Source: an optimization exercise on an open RTL-to-GDS flow (aim: small area, a short achievable clock period and few clock cycles per item). Production flows keep margins and buffers that such runs may drop.
In this exercise RTL edits were held to simulation tests only and were not proved equivalent to the original.
Power and IR drop assume default switching activity.

==> flow/design.v (outline; a module is shown in full before it is edited, if it fits) <==
// module multiplier: 1670 lines
// module mul_fa: 10 lines
// module mul_xor: 7 lines
module multiplier #(
    parameter WIDTH = 32
)(
    input  logic                   clk,
    input  logic                   rst_n,
    input  logic                   start,
    input  logic [WIDTH-1:0]       a,
    input  logic [WIDTH-1:0]       b,
    output logic [2*WIDTH-1:0]     result,
    output logic                   done
);
  // ...
==> flow/run.sh <==
#!/bin/bash
# synth_recipe.tcl (not shown) runs the flow's synth.tcl, then flattens the netlist and writes it again
# the make line also repeats each setting of config.mk as NAME=value (left out here)
make -C /OpenROAD-flow-scripts/flow DESIGN_CONFIG=/design/flow/config.mk WORK_HOME=/design/flow/orfs CLKGATE_MAP_FILE= SYNTH_SCRIPT=/design/flow/synth_recipe.tcl finish
==> flow/config.mk <==
export PLATFORM = sky130hd
export DESIGN_NAME = multiplier
export DESIGN_NICKNAME = multiplier
export VERILOG_FILES = /design/flow/design.v
export SDC_FILE = /design/flow/constraint.sdc
export NUM_CORES = 4
export LEC_CHECK = 0
export ABC_AREA = 1
export CAP_MARGIN = 20
export CORE_MARGIN = 2
export CORE_UTILIZATION = 40
export SLEW_MARGIN = 20
export SYNTH_HIERARCHICAL = 1
export SYNTH_MINIMUM_KEEP_SIZE = 0
==> flow/constraint.sdc <==
create_clock -name core_clock -period 5.0 [get_ports {clk}]
set_input_delay 1.0000 -clock core_clock [delete_from_list [all_inputs] [get_ports {clk}]]
set_output_delay 1.0000 -clock core_clock [all_outputs]
set_load 0.01 [all_outputs]
==> results.ini, run 1 <==
[logic_synthesis]
synth-seq-area-share_pct = 15.4
synthArstFlopShare_pct = 0.719
yosysTopAreaCellShare_pct = 34.9
synth_area_um2 = 27100

[worst_setup_path]
slowest_delay_ps = 640
cp.arrival_ps = 3840
crit_required_ps = 4000
crit_cells = 19

[drt]
top_layer = met5
wire_per_inst_um = 25.0
viasPerCell = 5.82

[final_layout]
multiInputGateArea_um2 = 21100
diodes = 1
final_common_cell = xor2_1
syn_to_final_growth_pct = 19.9
drive_gt1_share_pct = 14.3
num-fill-cells = 6189

[cts]
cts_buffers = 17
holdBufCountCts = 0
cts_tree = yes

[power_and_ir_drop]
power_density_nw_per_um2 = 748
p_leak_nw = 14.4
p_clk_share_pct = 5.7
seq_cell_power_mw = 3.08
total_power_mw = 24.4

[global_route]
grt_pass1_vias = 23868
grt_pass1_wl_um = 148000
gr-usage-met3_pct = 6.07
met1_usage_pct = 35.9

[sta]
drv_slew = 0
hold_viol_final = 0

[placement]
hpwl_um = 72800
place_ws_ps = -538
placedInstanceArea_um2 = 31600

[status]
run_status = no timing/DRC/antenna violations

[floorplan]
dieArea_um2 = 69900
start_util_pct = 40.4

Testbench counts, summed over its fixed seeds: cycles 1,280, items 1,280.
==> run 2, diff against run 1 <==
--- a/flow/config.mk
+++ b/flow/config.mk
@@ -10,4 +10,5 @@
 export CORE_MARGIN = 2
 export CORE_UTILIZATION = 40
+export SETUP_SLACK_MARGIN = 0.3
 export SLEW_MARGIN = 20
 export SYNTH_HIERARCHICAL = 1
==> run 2 against run 1 <==
  * Critical endpoint is now result[63]
  * Highest routed layer unchanged
  * Flip-flop and latch count unchanged
  * Largest power group unchanged
  * First-iteration DRC count decreased by 27%
  * Count of clock-buffer cells in the layout increased by 1
==> results.ini, run 2 <==
[worst_setup_path]
cp_common_cell = nand2_4
cp.arrival_ps = 3950  ; +110 ps
crit_type = flop to primary output
endpoint_kind = primary output
crit_required_ps = 4000  ; about the same
path_cells = fa_1 > fa_1 > ha_4 > nand2_4 > inv_2 > nand4_1 > nor3_2 > nand2_2 > nand2_8 > nand2_4 > nand2_8 > nand2_4 > nand2_4 > nand2_4 > a21oi_2 > inv_1 > nand2_1 > nand2_1 > buf_2
slowest_delay_ps = 550  ; -90 ps
critPathSlowestCell = fa_1
worstPathMaxFanout = 4
cp-start-kind = flop

[final_layout]
diodes = 0  ; -1
final_common_cell = xor2_1
finalInstanceArea_um2 = 33700
drive_gt1_share_pct = 20.3  ; +6.0 points
final_util_pct = 50.1
syn_to_final_growth_pct = 24.1
final_cell_mix = xor2_1, o22ai_1, fa_1
num-fill-cells = 6077  ; -1.8%
nNetsFinal = 3726

[power_and_ir_drop]
p_leak_nw = 14.9  ; +3.1%
power_density_nw_per_um2 = 761  ; +1.7%
p_sw_share_pct = 47.6
p_comb_share_pct = 82.9
peakVddDrop_v = 0.000828
p_int_mw = 13.4
p_clk_share_pct = 5.1  ; -0.6 points
switching_power_mw = 12.2
p_seq_share_pct = 12.0

[drt]
finalWirelength_um = 97900
drt_iter0_drc = 1782
drtAntennaViolNets = 0
viasPerCell = 5.76  ; -1.1%
wire_per_inst_um = 24.7  ; -1.1%
vias = 22845
drt_first_pass_iters = 6
drc = 0

[logic_synthesis]
synth.most_common_cell = xor2_1
synth_top_family_by_area = adder cells
synth_cell_type_count = 33
synth_area_um2 = 27100  ; unchanged
synth_edf_count = 138
synthSimpleGateAreaFrac_pct = 6.87
synth_seq_cells = 139
synthAdderAreaFrac_pct = 39.8
yosysWarnings = 7
synthFlopType = edfxtp_1
synthTopCellsByArea = fa_1, xor2_1, edfxtp_1
syn_inst = 2835
synth-seq-area-share_pct = 15.4  ; unchanged
synthArstFlopShare_pct = 0.719  ; unchanged
synth_xor_area_share_pct = 16.7
synthTopCellsByCount = xor2_1, o22ai_1, fa_1, nand2_1, inv_1
yosysTopAreaCellShare_pct = 34.9  ; unchanged
synthMuxAreaShare_pct = 0
synth_compound_area_share_pct = 13.3
synth_top_cell_by_area = fa_1
avgSynthCellArea_um2 = 9.57
synth_nets = 3481

[global_route]
grtUsageTotal_pct = 28.3
grt_max_degree = 74
grt_pass1_wl_um = 147000  ; -0.45%
grt_antenna_before_repair = 1
grt_pass1_vias = 23913  ; +0.19%
grt-ovfl-total = 0

[cts]
cts_buffers = 17  ; unchanged
cts_tree = yes
htree_levels = 4
clk_pin_slew_ps = 60
cts_buffer_depth = 2
holdBufCountCts = 0  ; unchanged
cts_root_buf = clkbuf_16
clock-sinks = 139

[floorplan]
dieWidth_um = 264
ios = 132
die_h_um = 264
start_util_pct = 40.4  ; unchanged
num_rows = 95
fp.coreArea_um2 = 67200
dieArea_um2 = 69900  ; unchanged

[sta]
fin_crit_sh_pct = 99.0
hold_viol_final = 0  ; unchanged
rsz0062_at_grt = yes
whs_ps = 636
fmax_ghz = 0.202
tightestPinTransition_ps = 845
fin_crit_ps = 4950
setup_viol_count_final = 0
worst_slack_ps = 50.6
slew_headroom_pct = 43.5
drv_slew = 0  ; unchanged

[status]
run_status = no timing/DRC/antenna violations

[placement]
place_congestion = 0.984
placedInstanceArea_um2 = 32100  ; +1.3%
place_ws_ps = -625  ; -87.1 ps
hpwl_um = 74300  ; +2.1%
portBuffers = 131

[min_path]
worstHoldPathType = input port to asynchronous set/reset pin

[run]
maxCapViolations = 0

run 2: per-layer routing:
metal / up-vias / GRT usage (%) / wire, µm
met3: 288 / 6.00 / 8030
met2: 1168 / 46.9 / 47300
met1: 11510 / 35.7 / 38000
met4: 2 / 12.3 / 4600
li1: 9877 / - / -
met5: - / 0 / 12
run 2: power groups by stage:
stage | clock [mW] | combinational (mW) | sequential [mW]
final | 1.29 | 21.2 | 3.08
after global routing | 1.37 | 23.7 | 3.16
after CTS | 1.33 | 20.0 | 3.09
after detailed placement | 0 | 19.2 | 3.10
after global placement | 0 | 18.7 | 3.08
after floorplan | 0 | 12.0 | 3.01
run 2: layout make-up:
cell class                 count  area (µm²)  area share [%]
inverter                     304        1150            3.40
multi-input combinational   2131       21700            64.4
tap                          873        1090            3.24
clock inverter                13         119           0.353
timing repair buffer         487        4990            14.8
sequential                   139        4170            12.4
clock buffer                  19         453            1.35
run 2: repair_timing:
action	CTS	global route
gates resized for setup	151	176
pin swaps	46	97
endpoints found under the setup margin	80	77
setup buffers	13	22
run 2: through the flow:
| step | total power [mW] | cells | setup TNS [ps] |
|---|---|---|---|
| after floorplan | 15.0 | 2835 | 0 |
| final | 25.6 | 3966 | 0 |
| after global routing | 28.3 | 3966 | -717 |
| after CTS | 24.4 | 3944 | 0 |
| after global placement | 21.8 | 3899 | -25330 |
| after detailed placement | 22.3 | 3899 | -25440 |
run 2: Yosys stat by module, one instance, submodules excluded:
module	cells inside	flops+latches	times used	cell area [µm²]
mul_fa	1	0	473	20.0
mul_xor	5	0	63	18.8
multiplier	2047	139	1	16500
run 2: cell families after synthesis:
family | count (synthesis)
compound gates | 577
simple gates | 457
buf+inv | 565
xor+xnor | 518
flops | 139
fa+ha+maj | 579
run 2: final timing paths:
kind	from	endpoint	slack (ps)	cells after the start
worst min-delay path	rst_n	done	640	1
max in group asynchronous	rst_n	done	4270	1
min in group core_clock	b[1]	r0_0	780	1
worst max-delay path	r35_0	result[63]	50	19
run 2: critical path, delay by kind of cell, from the launching register on:
kind | cells | cell delay (ps)
adder cells (fa/ha/maj) | 3 | 1400
AND/OR/NAND/NOR | 12 | 1240
flip-flops | 1 | 410
buffers and inverters | 3 | 230
AO/OA/AOI/OAI | 1 | 160
==> run 3, diff against run 2 <==
==> flow/flow/run.sh (new file) <==
#!/bin/bash
# The standard layout (the standard.sh, unchanged synthesis), except that
# the input and output ports are buffered with sky130_fd_sc_hd__buf_1 cells
# instead of the delay cells that buffer_ports picks by default.
set -o pipefail
export BUFFER_PORTS_ARGS="-buffer_cell sky130_fd_sc_hd__buf_1"
bash standard.sh > standard.log 2>&1
==> flow/standard.sh (new file) <==
#!/bin/bash
# synth_recipe.tcl (not shown) runs the flow's synth.tcl, then flattens the netlist and writes it again
# the make line also repeats each setting of config.mk as NAME=value (left out here)
make -C /OpenROAD-flow-scripts/flow DESIGN_CONFIG=/design/flow/config.mk WORK_HOME=/design/flow/orfs CLKGATE_MAP_FILE= SYNTH_SCRIPT=/design/flow/synth_recipe.tcl "${@:-finish}"
--- a/flow/config.mk
+++ b/flow/config.mk
@@ -10,5 +10,4 @@
 export CORE_MARGIN = 2
 export CORE_UTILIZATION = 40
-export SETUP_SLACK_MARGIN = 0.3
 export SLEW_MARGIN = 20
 export SYNTH_HIERARCHICAL = 1
removed: flow/run.sh
==> run 3 against run 2 <==
  * Global-route usage is 0.12 points higher
  * Via count is 0.54% lower
  * Critical path depth stayed put
  * Critical path type unchanged
==> results.ini, run 3 <==
[status]
run_status = no timing/DRC/antenna violations

[logic_synthesis]
synth-seq-area-share_pct = 15.4  ; unchanged
synth_seq_cells = 139  ; unchanged
synth_top_cell_by_area = fa_1
synth_cell_type_count = 33  ; unchanged
synth_area_um2 = 27100  ; unchanged
synthFlopType = edfxtp_1
synth_edf_count = 138  ; unchanged
avgSynthCellArea_um2 = 9.57  ; unchanged
synth_nets = 3481  ; unchanged
synth.most_common_cell = xor2_1
syn_inst = 2835  ; unchanged
yosysTopAreaCellShare_pct = 34.9  ; unchanged
synthArstFlopShare_pct = 0.719  ; unchanged
synthTopCellsByArea = fa_1, xor2_1, edfxtp_1
synthTopCellsByCount = xor2_1, o22ai_1, fa_1, nand2_1, inv_1
yosysWarnings = 7  ; unchanged

[floorplan]
die_h_um = 264  ; unchanged
dieArea_um2 = 69900  ; unchanged
num_rows = 95  ; unchanged
fp.coreArea_um2 = 67200  ; unchanged
start_util_pct = 40.4  ; unchanged
dieWidth_um = 264  ; unchanged
ios = 132  ; unchanged

[sta]
whs_ps = 241  ; -394 ps
tightestPinTransition_ps = 947  ; +103 ps
fmax_ghz = 0.206  ; +2.0%
setup_viol_count_final = 0  ; unchanged
slew_headroom_pct = 36.8  ; -6.7 points
finalSetupTns_ps = 0  ; unchanged
rsz0062_at_grt = yes
drv_slew = 0  ; unchanged
hold_viol_final = 0  ; unchanged
fin_crit_sh_pct = 97.1  ; -1.9 points
fin_crit_ps = 4850  ; -95.4 ps

[placement]
place_congestion = 0.971  ; -1.4%
placedInstanceArea_um2 = 29900  ; -6.6%
portBuffers = 131  ; unchanged
hpwl_um = 68600  ; -7.7%

[power_and_ir_drop]
peakVddDrop_v = 0.000647  ; -22%
total_power_mw = 23.0  ; -10%
power_density_nw_per_um2 = 746  ; -2.0%
p_leak_nw = 13.5  ; -9.3%

[min_path]
worstHoldPathType = input port to asynchronous set/reset pin

[final_layout]
final_util_pct = 46.0  ; -4.1 points
finalInstanceArea_um2 = 30900  ; -8.2%
syn_to_final_growth_pct = 13.9
final_common_cell = xor2_1
num-fill-cells = 6292  ; +3.5%
final_cell_mix = xor2_1, o22ai_1, fa_1
drive_gt1_share_pct = 10.5  ; -9.8 points
nNetsFinal = 3552  ; -4.7%

[drt]
wire_per_inst_um = 25.8  ; +4.4%
drt_first_pass_iters = 6  ; unchanged
drtAntennaViolNets = 0  ; unchanged
drt_iter0_drc = 2533  ; +42%
vias = 22721  ; -0.54%
drc = 0  ; unchanged
finalWirelength_um = 97800  ; -0.13%
viasPerCell = 5.99  ; +4.0%

[worst_setup_path]
endpoint_kind = primary output
crit_type = flop to primary output
crit_required_ps = 4000  ; about the same
startpoint = r37_1
worstPathMaxFanout = 4  ; unchanged
cp-start-kind = flop
cp.arrival_ps = 3850  ; -100 ps

[cts]
cts_root_buf = clkbuf_16
holdBufCountCts = 0  ; unchanged
clock-sinks = 139  ; unchanged
cts_tree = yes
htree_levels = 4  ; unchanged
clk_pin_slew_ps = 70  ; about the same
cts_buffers = 17  ; unchanged
cts_buffer_depth = 2  ; unchanged

[global_route]
grt_antenna_before_repair = 3  ; +2
grt_max_degree = 140  ; +89%
grt_pass1_vias = 23760  ; -0.64%
grt-ovfl-total = 0  ; unchanged
grt_pass1_wl_um = 148000  ; +0.57%
grtUsageTotal_pct = 28.4  ; +0.12 points

[run]
maxCapViolations = 0  ; unchanged

[run 3: cell types whose count changed in the layout (fill, tap and decap cells not counted), sizes merged]
cell / change
buf: -104
clkbuf: +16
clkdlybuf4s50: -71
clkinv: -6
dlymetal6s2s: -6
dlygate4sd2: -10
clkinvlp: -1
bufinv: +3
inv: +5
diode: +1
[run 3: final timing paths]
kind                              end  slack [ps]  cells past startpoint
setup / recovery           result[63]         150                     19
hold / removal                   done         240                      1
max in group asynchronous        done        4660                      1
min in group core_clock          r0_0         780                      1
[run 3: cell families (layout without fill, tap and decap cells)]
group / count (synthesis) / in the layout / share of synthesized area (%)
flip-flops: 139 / 139 / 15.4
AO/OA/AOI/OAI: 577 / 577 / 13.3
buffers and inverters: 565 / 649 / 7.92
other: 0 / 1 / 0
AND/OR/NAND/NOR: 457 / 457 / 6.87
XOR/XNOR: 518 / 518 / 16.7
adder cells (fa/ha/maj): 579 / 579 / 39.8
[run 3: cell type report]
class / count / area [µm²] / share of cell area [%]
multi-input combinational: 2131 / 21100 / 68.3
sequential: 139 / 4170 / 13.5
timing repair buffer: 313 / 2750 / 8.90
inverter: 304 / 1140 / 3.69
tap: 873 / 1090 / 3.54
clock buffer: 18 / 439 / 1.42
clock inverter: 14 / 204 / 0.660
antenna: 1 / 2.50 / 0.00810
[run 3: worst max-delay path, stage by stage (launching register included)]
cell	delay (ps)
edfxtp_1	400
fa_2	580
fa_1	450
ha_4	320
nand2_4	50
nor2_4	70
nand4_1	240
nor3_2	210
nand2_2	120
nand2_8	110
nand2_8	60
nand2_8	90
nand2_4	70
nand2_4	80
nand2_4	60
a21oi_4	140
inv_1	50
nand2_1	50
nand2_1	40
buf_2	130
[run 3: power by group]
group	internal, mW	switching, mW
Clock	0.856	0.606
Sequential	2.82	0.281
Combinational	7.75	10.7
[run 3: modules after synthesis, one instance, submodules excluded]
module,times used,cell area [µm²]
mul_fa,473,20.0
mul_xor,63,18.8
multiplier,1,16500
[run 3: layer usage]
metal,track usage [%],vias to the layer above,routed length [µm],share of wire (%)
li1,-,9534,-,-
met1,35.1,11265,36200,37
met2,45.3,1527,45600,47
met3,7.21,391,10200,10
met4,16.2,4,5820,5.9
met5,0,-,23,0.024
[run 3: what timing repair did]
item / CTS / global route
gates resized for setup: 18 / 28
gates cloned: 0 / 0
setup buffers: 4 / 6
setup endpoints to repair: 7 / 15
pin swaps: 8 / 23
[run 3: stage by stage]
step,std cells,worst slack (ps)
2_1_floorplan,2835,185
3_3_place_gp,3749,-616
3_5_place_dp,3750,-194
4_1_cts,3786,3.25
5_1_grt,3792,-69.0
6_report,3793,146
==> run 4, diff against run 3 <==
==> flow/flow/run.sh (replaced) <==
#!/bin/bash
# The standard layout (the standard.sh, unchanged synthesis), except that
# the input and output ports are buffered with sky130_fd_sc_hd__buf_2 cells
# instead of the delay cells that buffer_ports picks by default.
set -o pipefail
export BUFFER_PORTS_ARGS="-buffer_cell sky130_fd_sc_hd__buf_2"
bash standard.sh > standard.log 2>&1
--- a/flow/config.mk
+++ b/flow/config.mk
@@ -10,4 +10,5 @@
 export CORE_MARGIN = 2
 export CORE_UTILIZATION = 40
+export PLACE_DENSITY = 0.75
 export SLEW_MARGIN = 20
 export SYNTH_HIERARCHICAL = 1
==> run 4 against run 3 <==
  * Largest cell class unchanged
  * Clock power decreased by 5%
  * Worst setup slack got worse by 39 ps
  * Sequential share of layout area increased by 0.12 points
  * Fmax decreased by 0.80%
  * Utilization decreased by 0.42 points
==> results.ini, run 4 <==
[sta]
fmax_ghz = 0.204  ; -0.80%
setup_viol_count_final = 0  ; unchanged
drv_slew = 0  ; unchanged
finalSetupTns_ps = 0  ; unchanged
fin_crit_ps = 4890  ; +39.2 ps
hold_viol_final = 0  ; unchanged
worst_slack_ps = 107  ; -39.2 ps
slew_headroom_pct = 47.3  ; +10 points
rsz0062_at_grt = yes
fin_crit_sh_pct = 97.9  ; +0.78 points
tightestPinTransition_ps = 788  ; -159 ps

[placement]
placedInstanceArea_um2 = 29700  ; -0.76%
hpwl_um = 62800  ; -8.5%
portBuffers = 131  ; unchanged
place_ws_ps = -53.4  ; +141 ps
place_congestion = 1.00  ; +3.0%

[min_path]
worstHoldPathType = input port to asynchronous set/reset pin

[run]
maxCapViolations = 0  ; unchanged

[worst_setup_path]
endpoint_kind = primary output
cp_top_family = adder cells
cp_common_cell = nand2_4
critPathSlowestCell = fa_1
critical_path_buf_inv_count = 2  ; unchanged
cp-start-kind = flop
slowest_delay_ps = 570  ; about the same
cp.arrival_ps = 3890  ; +40 ps
path_cells = fa_1 > fa_1 > ha_4 > a21oi_4 > nor2_2 > nor3_2 > nand2_1 > a21oi_4 > nand2_8 > nand2_4 > nand2_8 > nand2_4 > nand2_4 > nand2_4 > nand2_2 > inv_2 > nand2_1 > nand2_1 > buf_2
worstPathMaxFanout = 5  ; +1
crit_type = flop to primary output
crit_required_ps = 4000  ; about the same

[drt]
drt_first_pass_iters = 6  ; unchanged
vias = 22913  ; +0.85%
viasPerCell = 6.09  ; +1.7%
drt_iter0_drc = 3249  ; +28%
drtAntennaViolNets = 0  ; unchanged
wire_per_inst_um = 24.0  ; -6.7%
drc = 0  ; unchanged
finalWirelength_um = 90400  ; -7.5%

[floorplan]
fp.coreArea_um2 = 67200  ; unchanged
dieArea_um2 = 69900  ; unchanged
dieWidth_um = 264  ; unchanged
die_h_um = 264  ; unchanged
num_rows = 95  ; unchanged
ios = 132  ; unchanged
start_util_pct = 40.4  ; unchanged

[cts]
holdBufCountCts = 0  ; unchanged
cts_buffers = 17  ; unchanged
clock-sinks = 139  ; unchanged
cts_tree = yes
cts_root_buf = clkbuf_16
cts_buffer_depth = 2  ; unchanged
htree_levels = 4  ; unchanged
clk_pin_slew_ps = 70  ; about the same

[logic_synthesis]
synth-seq-area-share_pct = 15.4  ; unchanged
synth_edf_count = 138  ; unchanged
synthArstFlopShare_pct = 0.719  ; unchanged
synth_seq_cells = 139  ; unchanged
synthFlopType = edfxtp_1
synthTopCellsByCount = xor2_1, o22ai_1, fa_1, nand2_1, inv_1
syn_inst = 2835  ; unchanged
avgSynthCellArea_um2 = 9.57  ; unchanged
synth_top_cell_by_area = fa_1
yosysTopAreaCellShare_pct = 34.9  ; unchanged
synth.most_common_cell = xor2_1
yosysWarnings = 7  ; unchanged
synthTopCellsByArea = fa_1, xor2_1, edfxtp_1
synth_area_um2 = 27100  ; unchanged
synth_nets = 3481  ; unchanged
synth_cell_type_count = 33  ; unchanged

[global_route]
grtUsageTotal_pct = 26.1  ; -2.3 points
grt-ovfl-total = 0  ; unchanged
grt_pass1_wl_um = 138000  ; -6.9%
grt_pass1_vias = 23247  ; -2.2%
grt_max_degree = 74  ; -47%
grt_antenna_before_repair = 8  ; +5

[power_and_ir_drop]
switching_power_mw = 11.5  ; -1.2%
p_leak_nw = 13.6  ; +0.66%
total_power_mw = 23.1  ; +0.13%
p_seq_share_pct = 13.3  ; about the same
p_comb_share_pct = 80.6  ; +0.4 points
p_clk_share_pct = 6.0  ; -0.3 points
p_int_mw = 11.6  ; +1.4%
power_density_nw_per_um2 = 754  ; +1.0%
peakVddDrop_v = 0.000844  ; +31%
p_sw_share_pct = 49.8  ; -0.65 points

[final_layout]
drive_gt1_share_pct = 13.1  ; +2.6 points
finalInstanceArea_um2 = 30600  ; -0.90%
syn_to_final_growth_pct = 12.9
num-fill-cells = 6061  ; -3.7%
nNetsFinal = 3516  ; -1.0%
final_cell_mix = xor2_1, o22ai_1, fa_1
final_common_cell = xor2_1

[status]
run_status = no timing/DRC/antenna violations

-- run 4: cell counts after synthesis --
Identical to the previous run, type by type.
-- run 4: metal layers --
layer / up-vias / track usage (%) / share of wire, %
met5: - / 0.416 / 0.12
met4: 12 / 13.9 / 6.1
met3: 519 / 10.2 / 14
met2: 1870 / 40.9 / 46
met1: 11040 / 30.8 / 34
li1: 9472 / - / -
-- run 4: power by group through the flow --
| stage | sequential (mW) | combinational, mW | clock, mW |
|---|---|---|---|
| 2_1_floorplan | 3.01 | 12.0 | 0 |
| 3_3_place_gp | 3.08 | 17.0 | 0 |
| 3_5_place_dp | 3.10 | 17.6 | 0 |
| 4_1_cts | 3.08 | 18.1 | 1.42 |
| 5_1_grt | 3.14 | 21.0 | 1.46 |
| 6_report | 3.08 | 18.6 | 1.39 |
-- run 4: stage by stage --
stage	hold slack, ps	util [%]	instances
after floorplan	704	-	2835
after global placement	775	44.2	3717
after detailed placement	776	44.2	3717
after CTS	213	45.3	3753
after global routing	224	45.6	3757
final	249	45.6	3761
-- run 4: area by class of cell --
| type | count | area (µm²) | area share (%) |
|---|---|---|---|
| well taps | 873 | 1090 | 3.57 |
| clock inverters | 14 | 184 | 0.601 |
| clock buffers | 18 | 429 | 1.40 |
| inverters | 304 | 1140 | 3.73 |
| repair buffers | 277 | 2510 | 8.19 |
| multi-input cells | 2131 | 21100 | 68.9 |
| diodes | 5 | 12.5 | 0.0409 |
| flip-flops and latches | 139 | 4170 | 13.6 |
-- run 4: worst max path at each step --
stage / end / depth (start not counted) / start / slack (ps)
floorplan: r32_1 / 12 / b[19] / 180
global placement: r27_1 / 12 / b[17] / 50
detailed placement: r42_1 / 11 / b[17] / -50
CTS: result[62] / 19 / r37_0 / 0.6
global route: result[63] / 19 / r37_1 / -90
finish: result[62] / 19 / r37_1 / 110
-- run 4: Yosys stat by module, one instance, submodules excluded --
module	cells inside	area [µm²]
mul_fa	1	20.0
mul_xor	5	18.8
multiplier	2047	16500
-- run 4: what timing repair did --
item                                    4_1_cts  5_1_grt
pin swaps                                     8       21
gates resized for setup                      10       29
endpoints found under the setup margin        6       14
buffers inserted                              4        3
-- run 4: kinds of logic after synthesis --
kind of cell	Yosys count	share of synthesized area, %
AO/OA/AOI/OAI	577	13.3
XOR/XNOR	518	16.7
adder cells (fa/ha/maj)	579	39.8
buffers and inverters	565	7.92
flip-flops	139	15.4
AND/OR/NAND/NOR	457	6.87
==> run 5, diff against run 4 <==
--- a/flow/config.mk
+++ b/flow/config.mk
@@ -9,6 +9,5 @@
 export CAP_MARGIN = 20
 export CORE_MARGIN = 2
-export CORE_UTILIZATION = 40
-export PLACE_DENSITY = 0.75
+export CORE_UTILIZATION = 55
 export SLEW_MARGIN = 20
 export SYNTH_HIERARCHICAL = 1
==> run 5 against run 4 <==
  * Still clean on timing, DRC and antenna
  * Cell area is 0.58% lower
  * Synthesized area did not move
  * Cell count fell by 5.5%
  * Sequential share of layout area up 0.079 points
  * Global-route usage rose by 11 points
  * Largest cell class unchanged
  * Highest routed layer unchanged
==> results.ini, run 5 <==
[status]
run_status = no timing/DRC/antenna violations

[sta]
fmax_ghz = 0.204  ; -0.16%
drv_slew = 0  ; unchanged
tightestPinTransition_ps = 798  ; +9.35 ps
fin_crit_ps = 4900  ; +7.69 ps
hold_viol_final = 0  ; unchanged
fin_crit_sh_pct = 98.0  ; +0.15 points
finalSetupTns_ps = 0  ; unchanged
setup_viol_count_final = 0  ; unchanged
rsz0062_at_grt = yes
slew_headroom_pct = 46.8  ; -0.45 points
worst_slack_ps = 99.1  ; -7.69 ps
whs_ps = 270  ; +21.0 ps

[cts]
clock-sinks = 139  ; unchanged
cts_root_buf = clkbuf_16
clk_pin_slew_ps = 60  ; about the same
cts_tree = yes
cts_buffers = 17  ; unchanged
htree_levels = 4  ; unchanged
cts_buffer_depth = 2  ; unchanged

[logic_synthesis]
synth_area_um2 = 27100  ; unchanged
yosysTopAreaCellShare_pct = 34.9  ; unchanged
synthTopCellsByCount = xor2_1, o22ai_1, fa_1, nand2_1, inv_1
synthTopCellsByArea = fa_1, xor2_1, edfxtp_1
avgSynthCellArea_um2 = 9.57  ; unchanged
synth.most_common_cell = xor2_1
synth_edf_count = 138  ; unchanged
synth-seq-area-share_pct = 15.4  ; unchanged
syn_inst = 2835  ; unchanged
synth_seq_cells = 139  ; unchanged
synthFlopType = edfxtp_1
synth_cell_type_count = 33  ; unchanged
synth_nets = 3481  ; unchanged
yosysWarnings = 7  ; unchanged
synth_top_cell_by_area = fa_1
synthArstFlopShare_pct = 0.719  ; unchanged

[final_layout]
diodes = 0  ; -5
final_util_pct = 62.3  ; +17 points
finalInstanceArea_um2 = 30400  ; -0.58%
drive_gt1_share_pct = 13.2  ; +0.098 points
nNetsFinal = 3525  ; +0.26%
syn_to_final_growth_pct = 12.2
final_common_cell = xor2_1
final_cell_mix = xor2_1, o22ai_1, fa_1

[floorplan]
die_h_um = 226  ; -14%
num_rows = 81  ; -15%
dieWidth_um = 226  ; -14%
ios = 132  ; unchanged
dieArea_um2 = 51100  ; -27%
fp.coreArea_um2 = 48800  ; -27%
start_util_pct = 55.5  ; +15 points

[global_route]
globalRoute.busiestLayer = met2
grt_antenna_before_repair = 1  ; -7
met1_usage_pct = 47.4  ; +17 points
grtUsageTotal_pct = 37.3  ; +11 points
grt_max_degree = 67  ; -9.5%
grt_use_met2_pct = 59.1  ; +18 points
grt_pass1_vias = 23273  ; +0.11%
grt_pass1_wl_um = 140000  ; +1.6%
grt-ovfl-total = 0  ; unchanged
gr-usage-met3_pct = 10.2  ; -0.050 points

[placement]
placedInstanceArea_um2 = 29600  ; -0.36%
place_congestion = 0.954  ; -4.6%
portBuffers = 131  ; unchanged
hpwl_um = 63600  ; +1.3%
place_ws_ps = 18.2  ; +71.6 ps

[worst_setup_path]
cp-start-kind = flop
crit_type = flop to primary output
crit_required_ps = 4000  ; about the same
cp.arrival_ps = 3900  ; about the same
endpoint_kind = primary output
worstPathMaxFanout = 5  ; unchanged

[power_and_ir_drop]
power_density_nw_per_um2 = 747  ; -0.89%
peakVddDrop_v = 0.000935  ; +11%
p_leak_nw = 13.7  ; +0.47%

[drt]
wire_per_inst_um = 26.0  ; +8.1%
drt_first_pass_iters = 9  ; +3
drc = 0  ; unchanged
viasPerCell = 6.41  ; +5.2%
drt_iter0_drc = 2574  ; -21%
finalWirelength_um = 92400  ; +2.2%
vias = 22798  ; -0.50%
drtAntennaViolNets = 0  ; unchanged

[run]
maxCapViolations = 0  ; unchanged

[min_path]
worstHoldPathType = input port to asynchronous set/reset pin

## run 5: power breakdown
group / switching (mW) / internal, mW / leakage, nW / total [mW]
clock network: 0.531 / 0.897 / 0.309 / 1.43
registers: 0.257 / 2.82 / 1.36 / 3.07
logic: 10.5 / 7.78 / 12.0 / 18.2
## run 5: cell type report
cell class                 instances  area, µm²
sequential                       139       4170
multi-input combinational       2131      21000
clock inverter                    10        189
timing repair buffer             286       2620
inverter                         304       1140
fill                            4169      18400
clock buffer                      22        454
tap                              664        831
## run 5: Yosys stat by module, one instance, submodules excluded
module	copies in the design	flops+latches	area, µm²
multiplier	1	139	16500
mul_fa	473	0	20.0
mul_xor	63	0	18.8
## run 5: worst paths after layout
| check | from | end |
|---|---|---|
| min | rst_n | done |
| min in group core_clock | b[1] | r0_0 |
| max | r37_0 | result[63] |
| max in group asynchronous | rst_n | done |
## run 5: metrics by stage
stage               cells  power (mW)
floorplan            2835        15.0
global placement     3521        20.1
detailed placement   3521        20.7
CTS                  3554        22.3
global route         3556        25.3
finish               3556        22.7
## run 5: cell families (layout without fill, tap and decap cells)
kind of cell	Yosys count	after routing	synth area share [%]
xor+xnor	518	518	16.7
flops	139	139	15.4
buf+inv	565	622	7.92
fa+ha+maj	579	579	39.8
simple gates	457	457	6.87
compound gates	577	577	13.3
## run 5: critical path: stages (launching register included)
cell      delay [ps]
edfxtp_1         410
fa_2             490
fa_2             610
ha_4             230
a21oi_4          150
nor2_2            50
nor3_2           240
nand2_1          150
a21oi_2          200
nand2_4          130
nand2_4          100
nand2_4           80
nand2_4          110
nand2_4           60
nand2_4           80
a21oi_4           50
inv_1             50
nand2_1           40
nand2_1           50
buf_2            120
## run 5: repair_timing
item / in CTS / in global routing
pin swaps: 1 / 12
hold buffers: 0 / 0
hold endpoints to repair: 0 / 0
setup endpoints to repair: 9 / 13
setup buffers: 1 / 2
gates resized for setup: 6 / 27
## run 5: metal layers
layer  up-vias  wire, µm
met3       395     10700
met5         -        13
met4         2      4690
met1     11252     33900
met2      1679     43200
li1       9470         -
==> run 6, diff against run 5 <==
--- a/flow/config.mk
+++ b/flow/config.mk
@@ -9,5 +9,6 @@
 export CAP_MARGIN = 20
 export CORE_MARGIN = 2
-export CORE_UTILIZATION = 55
+export CORE_UTILIZATION = 40
+export GPL_ROUTABILITY_DRIVEN = 0
 export SLEW_MARGIN = 20
 export SYNTH_HIERARCHICAL = 1
==> run 6 against run 5 <==
  * Non-clock buffer count down 5
  * Combinational power barely moved
  * Highest routed layer is now met4
  * Count of clock-buffer cells in the layout is 5 lower
  * Synthesized area is the same
  * Critical path type unchanged
  * Fmax up 0.42%
==> results.ini, run 6 <==
[status]
run_status = no timing/DRC/antenna violations

[worst_setup_path]
path_cells = fa_1 > fa_1 > ha_4 > nand2_2 > nor2_4 > nand4_1 > buf_6 > nor3_4 > nand2_2 > nand2_8 > nand2_4 > nand2_8 > nand2_4 > nand2_4 > nand2_4 > a21oi_2 > inv_1 > nand2_1 > nand2_1 > buf_2
crit_type = flop to primary output
cp_top_family = adder cells
worstPathMaxFanout = 4  ; -1
endpoint_kind = primary output
crit_required_ps = 4000  ; about the same
critPathSlowestCell = fa_1
critical_path_buf_inv_count = 3  ; +1
cp.arrival_ps = 3880  ; -20 ps
cp-start-kind = flop
slowest_delay_ps = 570  ; -40 ps
cp_common_cell = nand2_4

[logic_synthesis]
synth_area_um2 = 27100  ; unchanged
synthFlopType = edfxtp_1
yosysTopAreaCellShare_pct = 34.9  ; unchanged
synth_nets = 3481  ; unchanged
synth_edf_count = 138  ; unchanged
yosysWarnings = 7  ; unchanged
synth.most_common_cell = xor2_1
syn_inst = 2835  ; unchanged
synth_seq_cells = 139  ; unchanged
synth_cell_type_count = 33  ; unchanged
synthTopCellsByCount = xor2_1, o22ai_1, fa_1, nand2_1, inv_1
synth-seq-area-share_pct = 15.4  ; unchanged
avgSynthCellArea_um2 = 9.57  ; unchanged
synth_top_cell_by_area = fa_1
synthArstFlopShare_pct = 0.719  ; unchanged
synthTopCellsByArea = fa_1, xor2_1, edfxtp_1

[drt]
finalWirelength_um = 91800  ; -0.69%
vias = 22762  ; -0.16%
drt_first_pass_iters = 6  ; -3
wire_per_inst_um = 24.4  ; -6.2%
drc = 0  ; unchanged
viasPerCell = 6.05  ; -5.7%
drt_iter0_drc = 2921  ; +13%
drtAntennaViolNets = 0  ; unchanged

[final_layout]
finalInstanceArea_um2 = 30600  ; +0.61%
final_util_pct = 45.6  ; -17 points
nNetsFinal = 3520  ; -0.14%
drive_gt1_share_pct = 13.1  ; -0.081 points
final_common_cell = xor2_1
syn_to_final_growth_pct = 12.9
final_cell_mix = xor2_1, o22ai_1, fa_1

[global_route]
grt_antenna_before_repair = 1  ; unchanged
grt_pass1_vias = 23272  ; -0.0043%
grt_use_met2_pct = 41.8  ; -17 points
grtUsageTotal_pct = 26.6  ; -11 points
gr-usage-met3_pct = 7.09  ; -3.1 points
met1_usage_pct = 33.7  ; -14 points
grt-ovfl-total = 0  ; unchanged
grt_pass1_wl_um = 141000  ; +0.55%
grt_max_degree = 74  ; +10%
globalRoute.busiestLayer = met2

[cts]
cts_buffers = 17  ; unchanged
htree_levels = 4  ; unchanged
clk_pin_slew_ps = 60  ; about the same
cts_buffer_depth = 2  ; unchanged
cts_tree = yes
cts_root_buf = clkbuf_16
holdBufCountCts = 0  ; unchanged
clock-sinks = 139  ; unchanged

[sta]
setup_viol_count_final = 0  ; unchanged
slew_headroom_pct = 49.4  ; +2.6 points
hold_viol_final = 0  ; unchanged
tightestPinTransition_ps = 758  ; -39.2 ps
worst_slack_ps = 120  ; +20.5 ps
fin_crit_ps = 4880  ; -20.5 ps
fmax_ghz = 0.205  ; +0.42%
whs_ps = 258  ; -11.3 ps
fin_crit_sh_pct = 97.6  ; -0.41 points
drv_slew = 0  ; unchanged
rsz0062_at_grt = yes

[placement]
portBuffers = 131  ; unchanged
placedInstanceArea_um2 = 29800  ; +0.59%
hpwl_um = 64600  ; +1.6%
place_ws_ps = 27.6  ; +9.39 ps

[run]
maxCapViolations = 0  ; unchanged

[floorplan]
die_h_um = 264  ; +17%
dieArea_um2 = 69900  ; +37%
ios = 132  ; unchanged
fp.coreArea_um2 = 67200  ; +37%
start_util_pct = 40.4  ; -15 points
num_rows = 95  ; +17%
dieWidth_um = 264  ; +17%

[power_and_ir_drop]
total_power_mw = 22.8  ; +0.25%
power_density_nw_per_um2 = 744  ; -0.36%
peakVddDrop_v = 0.000606  ; -35%
p_leak_nw = 13.6  ; -0.26%

[min_path]
worstHoldPathType = input port to asynchronous set/reset pin

-- run 6: power breakdown --
part	internal, mW	switching [mW]
clock network	0.701	0.613
registers	2.81	0.244
logic	7.89	10.5
-- run 6: area by class of cell --
class | instances | area [µm²]
clock buffers | 17 | 425
inverters | 304 | 1140
well taps | 873 | 1090
flip-flops and latches | 139 | 4170
multi-input cells | 2131 | 21100
fillers | 6247 | 36500
clock inverters | 15 | 155
repair buffers | 281 | 2570
diodes | 5 | 12.5
-- run 6: modules after synthesis, one instance, submodules excluded --
module	cells inside	flip-flops and latches	cell area (µm²)	copies in the design
mul_xor	5	0	18.8	63
mul_fa	1	0	20.0	473
multiplier	2047	139	16500	1
-- run 6: worst max-delay path by stage --
| stage | from | to | depth (start not counted) |
|---|---|---|---|
| floorplan | b[19] | r32_1 | 12 |
| global placement | b[21] | r33_3 | 13 |
| detailed placement | b[21] | r33_3 | 13 |
| CTS | r37_0 | result[55] | 19 |
| global route | r37_1 | result[63] | 20 |
| finish | r37_1 | result[63] | 20 |
-- run 6: per-stage QoR --
step | TNS [ps] | instances
after global placement | 0 | 3721
final | 0 | 3765
after floorplan | 0 | 2835
after CTS | -119 | 3755
after global routing | -362 | 3760
after detailed placement | 0 | 3721
-- run 6: what timing repair did --
action	CTS	global route
endpoints found under the setup margin	9	15
hold endpoints to repair	0	0
resized for setup	13	21
pin swaps	8	17
buffers inserted	2	5
-- run 6: layer usage --
layer | part of all wire [%] | routed length [µm]
met5 | 0 | 0
met3 | 11 | 10200
met4 | 5.7 | 5200
met2 | 46 | 42200
met1 | 37 | 34200
-- run 6: logic make-up after synthesis --
group	after synthesis	synth area share, %
compound gates	577	13.3
xor+xnor	518	16.7
simple gates	457	6.87
flops	139	15.4
buf+inv	565	7.92
fa+ha+maj	579	39.8
==> run 7, diff against run 6 <==
--- a/flow/config.mk
+++ b/flow/config.mk
@@ -10,5 +10,4 @@
 export CORE_MARGIN = 2
 export CORE_UTILIZATION = 40
-export GPL_ROUTABILITY_DRIVEN = 0
 export SLEW_MARGIN = 20
 export SYNTH_HIERARCHICAL = 1
==> run 7 against run 6 <==
  * Clock power about the same
  * Flip-flop and latch count unchanged
  * Critical path depth down 1
  * First-iteration DRC count down 13%
  * Critical path type unchanged
  * Largest power group unchanged
==> results.ini, run 7 <==
[final_layout]
nNetsFinal = 3532  ; +0.34%
syn_to_final_growth_pct = 13.4
num-fill-cells = 6248  ; +0.016%
finalInstanceArea_um2 = 30800  ; +0.45%
drive_gt1_share_pct = 13.5  ; +0.39 points
stdcell_count = 3773  ; +0.21%
final_cell_mix = xor2_1, o22ai_1, fa_1
final_common_cell = xor2_1

[logic_synthesis]
syn_inst = 2835  ; unchanged
synth_seq_cells = 139  ; unchanged
synth_cell_type_count = 33  ; unchanged
synthFlopType = edfxtp_1
yosysTopAreaCellShare_pct = 34.9  ; unchanged
yosysWarnings = 7  ; unchanged
synth_nets = 3481  ; unchanged
avgSynthCellArea_um2 = 9.57  ; unchanged
synth_area_um2 = 27100  ; unchanged
synth-seq-area-share_pct = 15.4  ; unchanged
synthArstFlopShare_pct = 0.719  ; unchanged
synthTopCellsByCount = xor2_1, o22ai_1, fa_1, nand2_1, inv_1
synth_edf_count = 138  ; unchanged
synth_top_cell_by_area = fa_1
synthTopCellsByArea = fa_1, xor2_1, edfxtp_1
synth.most_common_cell = xor2_1

[power_and_ir_drop]
p_leak_nw = 13.7  ; +0.42%
power_density_nw_per_um2 = 742  ; -0.35%
total_power_mw = 22.8  ; about the same
peakVddDrop_v = 0.000657  ; +8.3%

[drt]
vias = 22696  ; -0.29%
drtAntennaViolNets = 0  ; unchanged
drc = 0  ; unchanged
drt_first_pass_iters = 8  ; +2
finalWirelength_um = 95100  ; +3.6%
drt_iter0_drc = 2531  ; -13%
wire_per_inst_um = 25.2  ; +3.4%
viasPerCell = 6.02  ; -0.50%

[sta]
tightestPinTransition_ps = 758  ; +0.125 ps
fin_crit_ps = 4860  ; -25.3 ps
drv_slew = 0  ; unchanged
fmax_ghz = 0.206  ; +0.52%
rsz0062_at_grt = yes
hold_viol_final = 0  ; unchanged
slew_headroom_pct = 49.4  ; about the same
finalSetupTns_ps = 0  ; unchanged
setup_viol_count_final = 0  ; unchanged
fin_crit_sh_pct = 97.1  ; -0.51 points
worst_slack_ps = 145  ; +25.3 ps

[min_path]
worstHoldPathType = input port to asynchronous set/reset pin

[global_route]
grt-ovfl-total = 0  ; unchanged
grt_pass1_vias = 23661  ; +1.7%
grt_pass1_wl_um = 145000  ; +3.0%
grt_max_degree = 68  ; -8.1%
grt_antenna_before_repair = 0  ; -1
grtUsageTotal_pct = 27.6  ; +1.0 points

[floorplan]
num_rows = 95  ; unchanged
fp.coreArea_um2 = 67200  ; unchanged
dieArea_um2 = 69900  ; unchanged
ios = 132  ; unchanged
die_h_um = 264  ; unchanged
dieWidth_um = 264  ; unchanged
start_util_pct = 40.4  ; unchanged

[worst_setup_path]
cp.arrival_ps = 3860  ; -20 ps
endpoint_kind = primary output
cp-start-kind = flop
crit_type = flop to primary output
crit_required_ps = 4000  ; about the same
worstPathMaxFanout = 4  ; unchanged

[cts]
cts_buffer_depth = 2  ; unchanged
htree_levels = 4  ; unchanged
cts_buffers = 17  ; unchanged
holdBufCountCts = 0  ; unchanged
clock-sinks = 139  ; unchanged
clk_pin_slew_ps = 70  ; about the same
cts_root_buf = clkbuf_16
cts_tree = yes

[status]
run_status = no timing/DRC/antenna violations

[run]
maxCapViolations = 0  ; unchanged

[placement]
place_congestion = 0.941
portBuffers = 131  ; unchanged
placedInstanceArea_um2 = 29900  ; +0.45%
hpwl_um = 67200  ; +3.9%
place_ws_ps = 26.6  ; -0.954 ps
place_inst = 3733  ; +0.32%

[run 7: cell counts after synthesis]
Identical to the previous run, type by type.
[run 7: area by class of cell]
type	count	area, µm²	area share, %
multi-input combinational	2131	21100	68.5
antenna	1	2.50	0.00813
inverter	304	1140	3.71
timing repair buffer	293	2690	8.75
clock buffer	17	425	1.38
tap	873	1090	3.55
sequential	139	4170	13.6
clock inverter	15	160	0.521
[run 7: worst paths after layout]
path | startpoint | slack (ps) | end | cells past startpoint
max in group asynchronous | rst_n | 4660 | done | 1
max | r37_1 | 140 | result[62] | 19
min in group core_clock | b[1] | 750 | r0_0 | 1
min | rst_n | 260 | done | 1
[run 7: worst max-delay path: stages, from the launching register on]
cell	delay, ps
edfxtp_1	390
fa_1	570
fa_1	450
ha_4	260
a21oi_2	160
nor2_1	70
nor3_2	270
nand2_2	120
a21oi_4	200
nand2_8	100
nand2_4	100
nand2_8	70
nand2_4	120
nand2_4	60
nand2_4	80
nand2_1	60
inv_1	50
nand2_1	40
nand2_1	50
buf_2	120
[run 7: metrics by stage]
| stage | hold slack [ps] | util [%] |
|---|---|---|
| after global placement | 776 | 44.5 |
| after CTS | 209 | 45.6 |
| final | 260 | 45.8 |
| after global routing | 237 | 45.8 |
| after floorplan | 704 | - |
| after detailed placement | 776 | 44.5 |
[run 7: repair_timing]
action                                  4_1_cts  5_1_grt
buffers inserted                              3        4
endpoints found under the setup margin       13       10
gates resized for setup                      14       22
pin swaps                                     9       16
[run 7: per-module statistics from Yosys, one instance, submodules excluded]
module	cells	copies in the design	area, µm²	flops+latches
mul_fa	1	473	20.0	0
mul_xor	5	63	18.8	0
multiplier	2047	1	16500	139
[run 7: metal layers]
layer  vias up  track usage, %  part of all wire [%]
met1     11247            35.2                    39
met4         0            14.6                   5.6
li1       9508               -                     -
met5         -               0                     0
met2      1543            44.2                    47
met3       398            5.79                   9.3
[run 7: kinds of logic after synthesis]
logic type	share of synthesized area, %
buffers and inverters	7.92
and+or+nand+nor	6.87
DFF	15.4
adders and majority gates	39.8
AOI/OAI and AO/OA	13.3
xor gates and xnor gates	16.7
[run 7: power breakdown]
part           internal [mW]  switching, mW
registers               2.81          0.255
logic                   7.92           10.5
clock network          0.699          0.612
==> run 8, diff against run 7 <==
--- a/flow/config.mk
+++ b/flow/config.mk
@@ -10,4 +10,5 @@
 export CORE_MARGIN = 2
 export CORE_UTILIZATION = 40
+export CTS_BUF_LIST = sky130_fd_sc_hd__clkbuf_4 sky130_fd_sc_hd__clkbuf_8
 export SLEW_MARGIN = 20
 export SYNTH_HIERARCHICAL = 1
==> run 8 against run 7 <==
  * Still clean
  * Utilization is 0.18 points lower
  * Combinational power hardly changed
  * Die area stayed put
  * Cell count hardly changed
  * Critical endpoint is now result[57]
  * Largest cell class unchanged
  * Largest power group unchanged
==> results.ini, run 8 <==
[power_and_ir_drop]
total_power_mw = 22.8  ; -0.17%
p_comb_share_pct = 82.2  ; +1.4 points
peakVddDrop_v = 0.000683  ; +4.0%
power_density_nw_per_um2 = 743  ; +0.21%
p_sw_share_pct = 50.2  ; +0.34 points
p_int_mw = 11.3  ; -0.85%
p_leak_nw = 13.6  ; -0.52%
p_seq_share_pct = 13.5  ; about the same
switching_power_mw = 11.4  ; +0.50%
p_clk_share_pct = 4.3  ; -1.4 points

[cts]
htree_levels = 4  ; unchanged
cts_root_buf = clkbuf_8
clock-sinks = 139  ; unchanged
cts_tree = yes
cts_buffer_depth = 2  ; unchanged
cts_buffers = 17  ; unchanged
clk_pin_slew_ps = 100  ; +30 ps
holdBufCountCts = 0  ; unchanged

[logic_synthesis]
synthFlopType = edfxtp_1
synth_xor_area_share_pct = 16.7  ; unchanged
synth_edf_count = 138  ; unchanged
synthTopCellsByCount = xor2_1, o22ai_1, fa_1, nand2_1, inv_1
synth.most_common_cell = xor2_1
yosysWarnings = 7  ; unchanged
synth_top_cell_by_area = fa_1
synth-seq-area-share_pct = 15.4  ; unchanged
synth_area_um2 = 27100  ; unchanged
synthArstFlopShare_pct = 0.719  ; unchanged
synth_compound_area_share_pct = 13.3  ; unchanged
synthAdderAreaFrac_pct = 39.8  ; unchanged
synth_seq_cells = 139  ; unchanged
avgSynthCellArea_um2 = 9.57  ; unchanged
synth_top_family_by_area = adder cells
syn_inst = 2835  ; unchanged
synth_cell_type_count = 33  ; unchanged
synthMuxAreaShare_pct = 0  ; unchanged
synth_nets = 3481  ; unchanged
synthTopCellsByArea = fa_1, xor2_1, edfxtp_1
synthSimpleGateAreaFrac_pct = 6.87  ; unchanged
yosysTopAreaCellShare_pct = 34.9  ; unchanged

[placement]
placedInstanceArea_um2 = 29900  ; unchanged
place_congestion = 0.941  ; unchanged
place_ws_ps = 26.6  ; unchanged
portBuffers = 131  ; unchanged
hpwl_um = 67200  ; unchanged

[drt]
drt_iter0_drc = 2733  ; +8.0%
viasPerCell = 5.99  ; -0.40%
finalWirelength_um = 95100  ; about the same
drt_first_pass_iters = 6  ; -2
drc = 0  ; unchanged
vias = 22624  ; -0.32%
wire_per_inst_um = 25.2  ; -0.14%
drtAntennaViolNets = 0  ; unchanged

[floorplan]
die_h_um = 264  ; unchanged
num_rows = 95  ; unchanged
start_util_pct = 40.4  ; unchanged
ios = 132  ; unchanged
dieWidth_um = 264  ; unchanged
fp.coreArea_um2 = 67200  ; unchanged
dieArea_um2 = 69900  ; unchanged

[sta]
setup_viol_count_final = 0  ; unchanged
whs_ps = 175  ; -84.9 ps
rsz0062_at_grt = yes
fin_crit_sh_pct = 98.9  ; +1.8 points
worst_slack_ps = 53.8  ; -91.1 ps
tightestPinTransition_ps = 754  ; -4.84 ps
fin_crit_ps = 4950  ; +91.1 ps
slew_headroom_pct = 49.8  ; +0.32 points
fmax_ghz = 0.202  ; -1.8%
hold_viol_final = 0  ; unchanged
drv_slew = 0  ; unchanged

[final_layout]
final_common_cell = xor2_1
nNetsFinal = 3535  ; +0.085%
multiInputGateArea_um2 = 21100  ; +0.21%
final_cell_mix = xor2_1, o22ai_1, fa_1
drive_gt1_share_pct = 13.9  ; +0.37 points
finalInstanceArea_um2 = 30600  ; -0.39%
syn_to_final_growth_pct = 13.0
ff_latch_area_um2 = 4170  ; unchanged
num-fill-cells = 6284  ; +0.58%

[worst_setup_path]
cp-start-kind = flop
cp.arrival_ps = 3950  ; +90 ps
worstPathMaxFanout = 4  ; unchanged
crit_type = flop to primary output
crit_required_ps = 4000  ; about the same
endpoint_kind = primary output

[global_route]
grt-ovfl-total = 0  ; unchanged
grtUsageTotal_pct = 27.6  ; about the same
grt_max_degree = 68  ; unchanged
grt_pass1_vias = 23721  ; +0.25%
grt_pass1_wl_um = 145000  ; about the same
grt_antenna_before_repair = 0  ; unchanged

[status]
run_status = no timing/DRC/antenna violations

[min_path]
worstHoldPathType = input port to asynchronous set/reset pin

[run]
maxCapViolations = 0  ; unchanged

==> run 8: path summary, 6_finish.rpt <==
path,startpoint,endpoint,slack (ps),cells past startpoint
min in group core_clock,b[1],r0_0,660,1
max in group asynchronous,rst_n,done,4740,1
hold / removal,rst_n,done,180,1
setup / recovery,r37_1,result[57],50,17
==> run 8: timing repair <==
action	4_1_cts	5_1_grt
pin swaps	15	20
setup endpoints to repair	20	15
gates resized for setup	21	24
setup buffers	6	4
==> run 8: logic make-up after synthesis <==
logic type      Yosys count
simple gates            457
buf+inv                 565
flops                   139
fa+ha+maj               579
xor+xnor                518
compound gates          577
==> run 8: Yosys stat by module (local to each module, per instance) <==
module | cells | times used
mul_xor | 5 | 63
multiplier | 2047 | 1
mul_fa | 1 | 473
==> run 8: layout make-up <==
type | instances | share of cell area, %
inverter | 304 | 3.72
multi-input combinational | 2131 | 68.9
antenna | 1 | 0.00817
clock buffer | 17 | 0.764
tap | 873 | 3.56
timing repair buffer | 296 | 8.88
sequential | 139 | 13.6
clock inverter | 15 | 0.523
==> run 8: metal layers <==
metal  track usage (%)  routed length, µm
met4              14.5               5090
met3              5.86               9250
met2              44.3              44400
met1              35.1              36300
met5                 0                  0
==> run 8: power groups by stage <==
stage          sequential, mW  clock (mW)  combinational, mW
2_1_floorplan            3.01           0               12.0
3_3_place_gp             3.08           0               17.2
3_5_place_dp             3.10           0               17.6
4_1_cts                  3.08        1.03               18.4
5_1_grt                  3.13        1.06               21.2
6_report                 3.07       0.983               18.7
==> run 8: worst max-delay path, cell delays in order, from the launching register on <==
cell and delay (ps):
edfxtp_1 400, fa_1 570, fa_1 460, ha_4 260, a21oi_2 160, nor2_1 70
nor3_2 270, nand2_2 120, a21oi_4 200, nand2_8 100, nand2_4 100, nand2_8 70
buf_4 160, a21o_1 160, inv_1 50, nand2_1 40, nand2_1 50, buf_2 120
==> run 8: stage by stage <==
step	cells	utilization (%)	TNS, ps
2_1_floorplan	2835	-	0
3_3_place_gp	3733	44.5	0
3_5_place_dp	3733	44.5	0
4_1_cts	3771	45.4	-592
5_1_grt	3775	45.6	-1380
6_report	3776	45.6	0
==> run 9, diff against run 8 <==
==> flow/flow/run.sh (replaced) <==
#!/bin/bash
# The standard layout (the standard.sh, unchanged synthesis), except that
# the input and output ports are buffered with sky130_fd_sc_hd__buf_2 cells
# instead of the delay cells that buffer_ports picks by default, and that
# after global routing the gates off the critical paths are sized down again
# (ORFS's power recovery).
set -o pipefail
export BUFFER_PORTS_ARGS="-buffer_cell sky130_fd_sc_hd__buf_2"
export RECOVER_POWER=100
bash standard.sh > standard.log 2>&1
--- a/flow/config.mk
+++ b/flow/config.mk
@@ -10,5 +10,4 @@
 export CORE_MARGIN = 2
 export CORE_UTILIZATION = 40
-export CTS_BUF_LIST = sky130_fd_sc_hd__clkbuf_4 sky130_fd_sc_hd__clkbuf_8
 export SLEW_MARGIN = 20
 export SYNTH_HIERARCHICAL = 1
==> run 9 against run 8 <==
  * Now fails the layout checks on max-capacitance violations, max-slew violations
  * Wire length about the same
  * Die area stayed put
  * Count of clock-buffer cells in the layout stayed put
  * Cell area hardly changed
  * Worst setup slack better by 72 ps
  * Largest cell class unchanged
  * Largest power group unchanged
==> results.ini, run 9 <==
[status]
run_status = finished with violations
violations = max-capacitance violations, max-slew violations

[sta]
fmax_ghz = 0.205  ; +1.5%
drv_slew = 68  ; +68
tightestPinTransition_ps = 4010  ; +3260 ps
hold_viol_final = 0  ; unchanged
slew_headroom_pct = -167  ; -220 points
fin_crit_ps = 4870  ; -72.2 ps
setup_viol_count_final = 0  ; unchanged
rsz0062_at_grt = yes
fin_crit_sh_pct = 97.5  ; -1.4 points

[logic_synthesis]
synthTopCellsByArea = fa_1, xor2_1, edfxtp_1
synth_nets = 3481  ; unchanged
avgSynthCellArea_um2 = 9.57  ; unchanged
synth_seq_cells = 139  ; unchanged
yosysTopAreaCellShare_pct = 34.9  ; unchanged
synthArstFlopShare_pct = 0.719  ; unchanged
synth-seq-area-share_pct = 15.4  ; unchanged
synthTopCellsByCount = xor2_1, o22ai_1, fa_1, nand2_1, inv_1
synthFlopType = edfxtp_1
syn_inst = 2835  ; unchanged
synth_top_cell_by_area = fa_1
synth_edf_count = 138  ; unchanged
yosysWarnings = 7  ; unchanged
synth.most_common_cell = xor2_1
synth_cell_type_count = 33  ; unchanged
synth_area_um2 = 27100  ; unchanged

[global_route]
grt_antenna_before_repair = 0  ; unchanged
met1_usage_pct = 35.2  ; +0.052 points
grt_pass1_vias = 23661  ; -0.25%
grt_pass1_wl_um = 145000  ; about the same
grt_use_met2_pct = 44.2  ; -0.078 points
globalRoute.busiestLayer = met2
gr-usage-met3_pct = 5.79  ; -0.074 points
grt_max_degree = 68  ; unchanged
grt-ovfl-total = 0  ; unchanged
grtUsageTotal_pct = 27.6  ; about the same

[power_and_ir_drop]
p_leak_nw = 13.5  ; -0.44%
peakVddDrop_v = 0.000656  ; -3.9%
power_density_nw_per_um2 = 740  ; -0.38%
total_power_mw = 22.7  ; -0.34%

[worst_setup_path]
slowest_delay_ps = 570  ; about the same
cp_top_family = adder cells
cp-start-kind = flop
worstPathMaxFanout = 4  ; unchanged
crit_path_end = result[62]
startpoint = r37_1
path_cells = fa_1 > fa_1 > ha_4 > a21oi_2 > nor2_1 > nor3_2 > nand2_1 > a21oi_4 > nand2_8 > nand2_4 > nand2_8 > nand2_4 > nand2_4 > nand2_4 > nand2_1 > inv_1 > nand2_1 > nand2_1 > buf_2
critical_path_buf_inv_count = 2  ; -1
crit_type = flop to primary output
crit_cells = 19  ; +2
cp.arrival_ps = 3870  ; -80 ps
endpoint_kind = primary output
critPathSlowestCell = fa_1
crit_required_ps = 4000  ; about the same

[drt]
viasPerCell = 6.01  ; +0.27%
drtAntennaViolNets = 0  ; unchanged
drc = 0  ; unchanged
vias = 22666  ; +0.19%
drt_iter0_drc = 2687  ; -1.7%
drt_first_pass_iters = 6  ; unchanged
finalWirelength_um = 95100  ; about the same
wire_per_inst_um = 25.2  ; +0.15%

[final_layout]
drive_gt1_share_pct = 11.9  ; -2.0 points
nNetsFinal = 3532  ; -0.085%
final_common_cell = xor2_1
final_cell_mix = xor2_1, o22ai_1, fa_1
finalInstanceArea_um2 = 30700  ; about the same
syn_to_final_growth_pct = 13.0  ; about the same

[floorplan]
num_rows = 95  ; unchanged
dieArea_um2 = 69900  ; unchanged
fp.coreArea_um2 = 67200  ; unchanged
die_h_um = 264  ; unchanged
start_util_pct = 40.4  ; unchanged
dieWidth_um = 264  ; unchanged
ios = 132  ; unchanged

[placement]
portBuffers = 131  ; unchanged
placedInstanceArea_um2 = 29900  ; unchanged
place_congestion = 0.941  ; unchanged
hpwl_um = 67200  ; unchanged

[cts]
cts_tree = yes
clk_pin_slew_ps = 70  ; -30 ps
cts_buffers = 17  ; unchanged
cts_buffer_depth = 2  ; unchanged
htree_levels = 4  ; unchanged
cts_root_buf = clkbuf_16
clock-sinks = 139  ; unchanged

[run]
maxCapViolations = 1  ; +1

[min_path]
worstHoldPathType = input port to asynchronous set/reset pin

-- run 9: cell counts after synthesis --
Identical to the previous run, type by type.
-- run 9: kinds of logic (layout without fill, tap and decap cells) --
kind of cell | after synthesis | after routing | synth area share [%]
buf+inv | 565 | 629 | 7.92
fa+ha+maj | 579 | 579 | 39.8
other cells | 0 | 1 | 0
simple gates | 457 | 457 | 6.87
xor+xnor | 518 | 518 | 16.7
flops | 139 | 139 | 15.4
compound gates | 577 | 577 | 13.3
-- run 9: metal layers --
layer  vias up  part of all wire, %
li1       9495                    -
met1     11274                   38
met2      1515                   47
met3       382                  9.4
met4         0                  5.5
met5         -                    0
-- run 9: per-stage QoR --
stage | setup WS (ps) | hold WS [ps] | cells | utilization [%] | setup TNS, ps
floorplan | 185 | 704 | 2835 | - | 0
global placement | 17.6 | 776 | 3733 | 44.5 | 0
detailed placement | 26.6 | 776 | 3733 | 44.5 | 0
CTS | -9.65 | 209 | 3768 | 45.6 | -9.65
global route | -105 | 237 | 3772 | 45.6 | -560
finish | 126 | 262 | 3773 | 45.6 | 0
-- run 9: modules after synthesis, one instance, submodules excluded --
module,cells inside,cell area [µm²]
mul_xor,5,18.8
mul_fa,1,20.0
multiplier,2047,16500
-- run 9: timing repair --
action                                 in CTS  in global routing
resized for setup                          14                 22
setup buffers                               3                  4
endpoints found under the hold margin       0                  0
setup endpoints to repair                  13                 10
pin swaps                                   9                 16
hold buffers                                0                  0
-- run 9: how the worst min path moves through the flow --
stage          slack [ps]  startpoint  cells after the start  endpoint
6_report              260       rst_n                      1      done
5_1_grt               240       rst_n                      1      done
4_1_cts               210       rst_n                      1      done
3_5_place_dp          780       rst_n                      1      done
3_3_place_gp          780       rst_n                      1      done
2_1_floorplan         700       rst_n                      0      done
-- run 9: final cells by class --
class / count / area [µm²]
fill: 6266 / 36500
multi-input combinational: 2131 / 21100
sequential: 139 / 4170
timing repair buffer: 293 / 2610
inverter: 304 / 1140
tap: 873 / 1090
clock buffer: 17 / 425
clock inverter: 15 / 160
antenna: 1 / 2.50
-- run 9: power breakdown --
group	internal (mW)	total (mW)	switching, mW
Combinational	7.78	18.3	10.5
Clock	0.699	1.31	0.614
Sequential	2.82	3.07	0.253
Total	11.3	22.7	11.4

## port drivers added, routing unchanged
In the flow no input, the clock included, has a driving cell. The finished layouts below were timed again as built, in two steps. Step 1 sets driving cells, clkbuf_16 on the clock port and buf_2 on the other inputs (assumed; they add their load-dependent delay and slew). Step 2 adds t to the input delays and takes it off the output delays; t is the mean of the earliest and latest rising clock arrival at the registers after step 1. Input paths then give back, and output paths get back, about the clock's delay inside the block. a / b / c = no drivers / after step 1 / after step 2; a / b = the first two.
run | t, ns | slack for setup (ns) | hold slack, ns | slew at the worst register clock pin (ns)
run 1 | 0.568 | 0.164 / 0.100 / -0.364 | 0.625 / 0.587 / 1.154 | 0.07 / 0.07
run 2 | 0.555 | 0.051 / -0.012 / -0.156 | 0.636 / 0.598 / 1.153 | 0.07 / 0.07
run 3 | 0.567 | 0.146 / 0.081 / -0.340 | 0.241 / 0.201 / 0.768 | 0.08 / 0.08
run 4 | 0.573 | 0.107 / 0.044 / -0.208 | 0.249 / 0.212 / 0.785 | 0.08 / 0.08
run 5 | 0.551 | 0.099 / 0.038 / -0.063 | 0.270 / 0.233 / 0.784 | 0.07 / 0.07
run 6 | 0.563 | 0.120 / 0.058 / -0.054 | 0.258 / 0.220 / 0.783 | 0.08 / 0.08
run 7 | 0.552 | 0.145 / 0.084 / -0.042 | 0.260 / 0.223 / 0.775 | 0.08 / 0.08
run 8 | 0.627 | 0.054 / -0.001 / -0.078 | 0.175 / 0.144 / 0.771 | 0.11 / 0.11
run 9 | 0.550 | 0.126 / 0.065 / -0.366 | 0.262 / 0.225 / 0.776 | 0.08 / 0.08
The setup slack of run 1, which loses most, moves by -0.064 ns with the drivers and by -0.528 ns with both steps.
